From an optimization exercise on the open Yosys and OpenROAD flow, aimed at small area; shortcuts taken in it are not production practice. No activity file was given, so power comes from the tool's default toggle rates.

## playrec
module playrec(
	input			CLOCK_50, reset,
	output reg	[21:0]	ram_addr,
	output	[15:0]	ram_data_in,
	output			ram_read, ram_write,
	input	[15:0]	ram_data_out,
	input			ram_valid, ram_waitrq,
	output	[15:0]	audio_out,
	input	[15:0]	audio_in,
	input			audio_out_allowed, audio_in_available,
	output			write_audio_out, read_audio_in,
	input			play, record, pause,
	input	[1:0]	speed,
	input [2:0] sel
);
For scale: ~1100 cells after synthesis, ~13000 µm² of cells after synthesis.
clock: 10.0 ns
lec_check: 0
cap_margin: 20
core_margin: 2
core_utilization: 40
gpl_timing_driven: 0
setup_slack_margin: 0.2
slew_margin: 20
synth_hierarchical: 1
synth_minimum_keep_size: 0
standard.sh (not shown) runs the stock make flow with config.mk's settings and CLKGATE_MAP_FILE= SYNTH_SCRIPT=/design/flow/synth_recipe.tcl, a recipe that flattens the netlist after the stock synthesis.
==> flow/flow/run.sh <==
#!/bin/bash
# Standard ORFS layout (the standard.sh, unchanged synthesis) with two
# layout-only choices passed to the ORFS scripts:
#  - port buffers use the smallest buffer cell (every port is still buffered)
#  - clock tree synthesis without dummy loads
set -euo pipefail
export BUFFER_PORTS_ARGS="-buffer_cell sky130_fd_sc_hd__buf_1"
export CTS_ARGS="-sink_clustering_enable -repair_clock_nets -dont_use_dummy_load"
bash standard.sh > standard_flow.log 2>&1
Change:
==> flow/run.sh (new file) <==
#!/bin/bash
# synth_recipe.tcl (not shown) runs the flow's synth.tcl, then flattens the netlist and writes it again
# the make line also repeats each setting of config.mk as NAME=value (left out here)
make -C /OpenROAD-flow-scripts/flow DESIGN_CONFIG=/design/flow/config.mk WORK_HOME=/design/flow/orfs CLKGATE_MAP_FILE= SYNTH_SCRIPT=/design/flow/synth_recipe.tcl finish
Settings changed: CTS_BUF_LIST set to sky130_fd_sc_hd__clkbuf_8.
removed: flow/flow/run.sh
removed: flow/standard.sh
Result: Sequential power stays flat. Combinational power increases by 11%. Power goes up by 9.8%. Routed wire length rose by 4.6%.
No run of this note included a check of the RTL's function; only the layout flow was run.


## quartz
playrec again, from the RTL that the note above started with.
## playrec
module playrec(
	input			CLOCK_50, reset,
	output reg	[21:0]	ram_addr,
	output	[15:0]	ram_data_in,
	output			ram_read, ram_write,
	input	[15:0]	ram_data_out,
	input			ram_valid, ram_waitrq,
	output	[15:0]	audio_out,
	input	[15:0]	audio_in,
	input			audio_out_allowed, audio_in_available,
	output			write_audio_out, read_audio_in,
	input			play, record, pause,
	input	[1:0]	speed,
	input [2:0] sel
);
export LEC_CHECK = 0
export CAP_MARGIN = 20
export CORE_MARGIN = 2
export CORE_UTILIZATION = 40
export GPL_TIMING_DRIVEN = 0
export SETUP_SLACK_MARGIN = 0.2
export SLEW_MARGIN = 20
export SYNTH_HIERARCHICAL = 1
export SYNTH_MINIMUM_KEEP_SIZE = 0
create_clock -name core_clock -period 10.0 [get_ports {CLOCK_50}]
==> flow/flow/run.sh <==
#!/bin/bash
# Standard ORFS layout (the standard.sh, unchanged synthesis) with two
# layout-only choices passed to the ORFS scripts:
#  - port buffers use the smallest buffer cell (every port is still buffered)
#  - clock tree synthesis without dummy loads
set -euo pipefail
export BUFFER_PORTS_ARGS="-buffer_cell sky130_fd_sc_hd__buf_1"
export CTS_ARGS="-sink_clustering_enable -repair_clock_nets -dont_use_dummy_load -buf_list {sky130_fd_sc_hd__clkbuf_4 sky130_fd_sc_hd__clkbuf_8}"
bash standard.sh > standard_flow.log 2>&1
diff inputs: quartz => pepper
Settings: GPL_TIMING_DRIVEN no longer set, was 0.
--- a/flow/flow/run.sh
+++ b/flow/flow/run.sh
@@ -6,4 +6,4 @@
 set -euo pipefail
 export BUFFER_PORTS_ARGS="-buffer_cell sky130_fd_sc_hd__buf_1"
-export CTS_ARGS="-sink_clustering_enable -repair_clock_nets -dont_use_dummy_load -buf_list {sky130_fd_sc_hd__clkbuf_4 sky130_fd_sc_hd__clkbuf_8}"
+export CTS_ARGS="-sink_clustering_enable -repair_clock_nets -dont_use_dummy_load -buf_list sky130_fd_sc_hd__clkbuf_4"
 bash standard.sh > standard_flow.log 2>&1
Results
Average detailed-routed wire length per instance: pepper higher than quartz
Number of port buffers went down by more than 10% going from quartz to pepper.
Combined global-route utilization of all metal layers across quartz and pepper: no real change.
The run showing the greater fraction of area in registers is pepper.
When the final numbers for quartz and pepper were put side by side, the clock buffer count from CTS turned out to be smaller in quartz.
Going from quartz to pepper, final cell count has decreased, clock period minus final worst setup slack has decreased, power has decreased.
pepper vs quartz — final area dropped 450 sq um.
Function was not checked in any run of this note: the RTL went through the layout flow alone.

what the ideal ports hide:
The flow's constraints put no driver on any port. The routed layouts listed below were extracted and timed again, unchanged, in two steps.
Step 1: set_driving_cell puts a clkbuf_16 on CLOCK_50 and a buf_2 on each other input, an assumption about the parent block.
Step 2, shift: input delay + t, output delay - t, t = (earliest + latest rising clock arrival at the registers) / 2. This alone moves slack from input paths to output paths.
a / b / c = ideal ports / drivers / drivers and shift; a / b = the first two.
| run | t (ns) | setup WS [ns] | worst hold slack (ns) | clock arrival spread, ns | slew at the worst register clock pin (ns) |
|---|---|---|---|---|---|
| the first run of note 1 | 0.551 | 0.339 / 0.315 / 0.315 | 0.361 / 0.361 / 0.361 | 0.042 / 0.042 | 0.06 / 0.06 |
| the second run of note 1 | 0.602 | 0.325 / 0.303 / 0.303 | 0.361 / 0.361 / 0.361 | 0.035 / 0.034 | 0.07 / 0.07 |
| quartz | 0.559 | 0.311 / 0.285 / 0.285 | 0.356 / 0.356 / 0.356 | 0.048 / 0.048 | 0.06 / 0.06 |
| pepper | 0.681 | 0.438 / 0.415 / 0.415 | 0.326 / 0.326 / 0.326 | 0.093 / 0.093 | 0.07 / 0.07 |
After both steps every run listed still meets setup and hold. The setup slack of quartz, which loses most, moves by -0.026 ns with the drivers and by -0.026 ns with both steps.
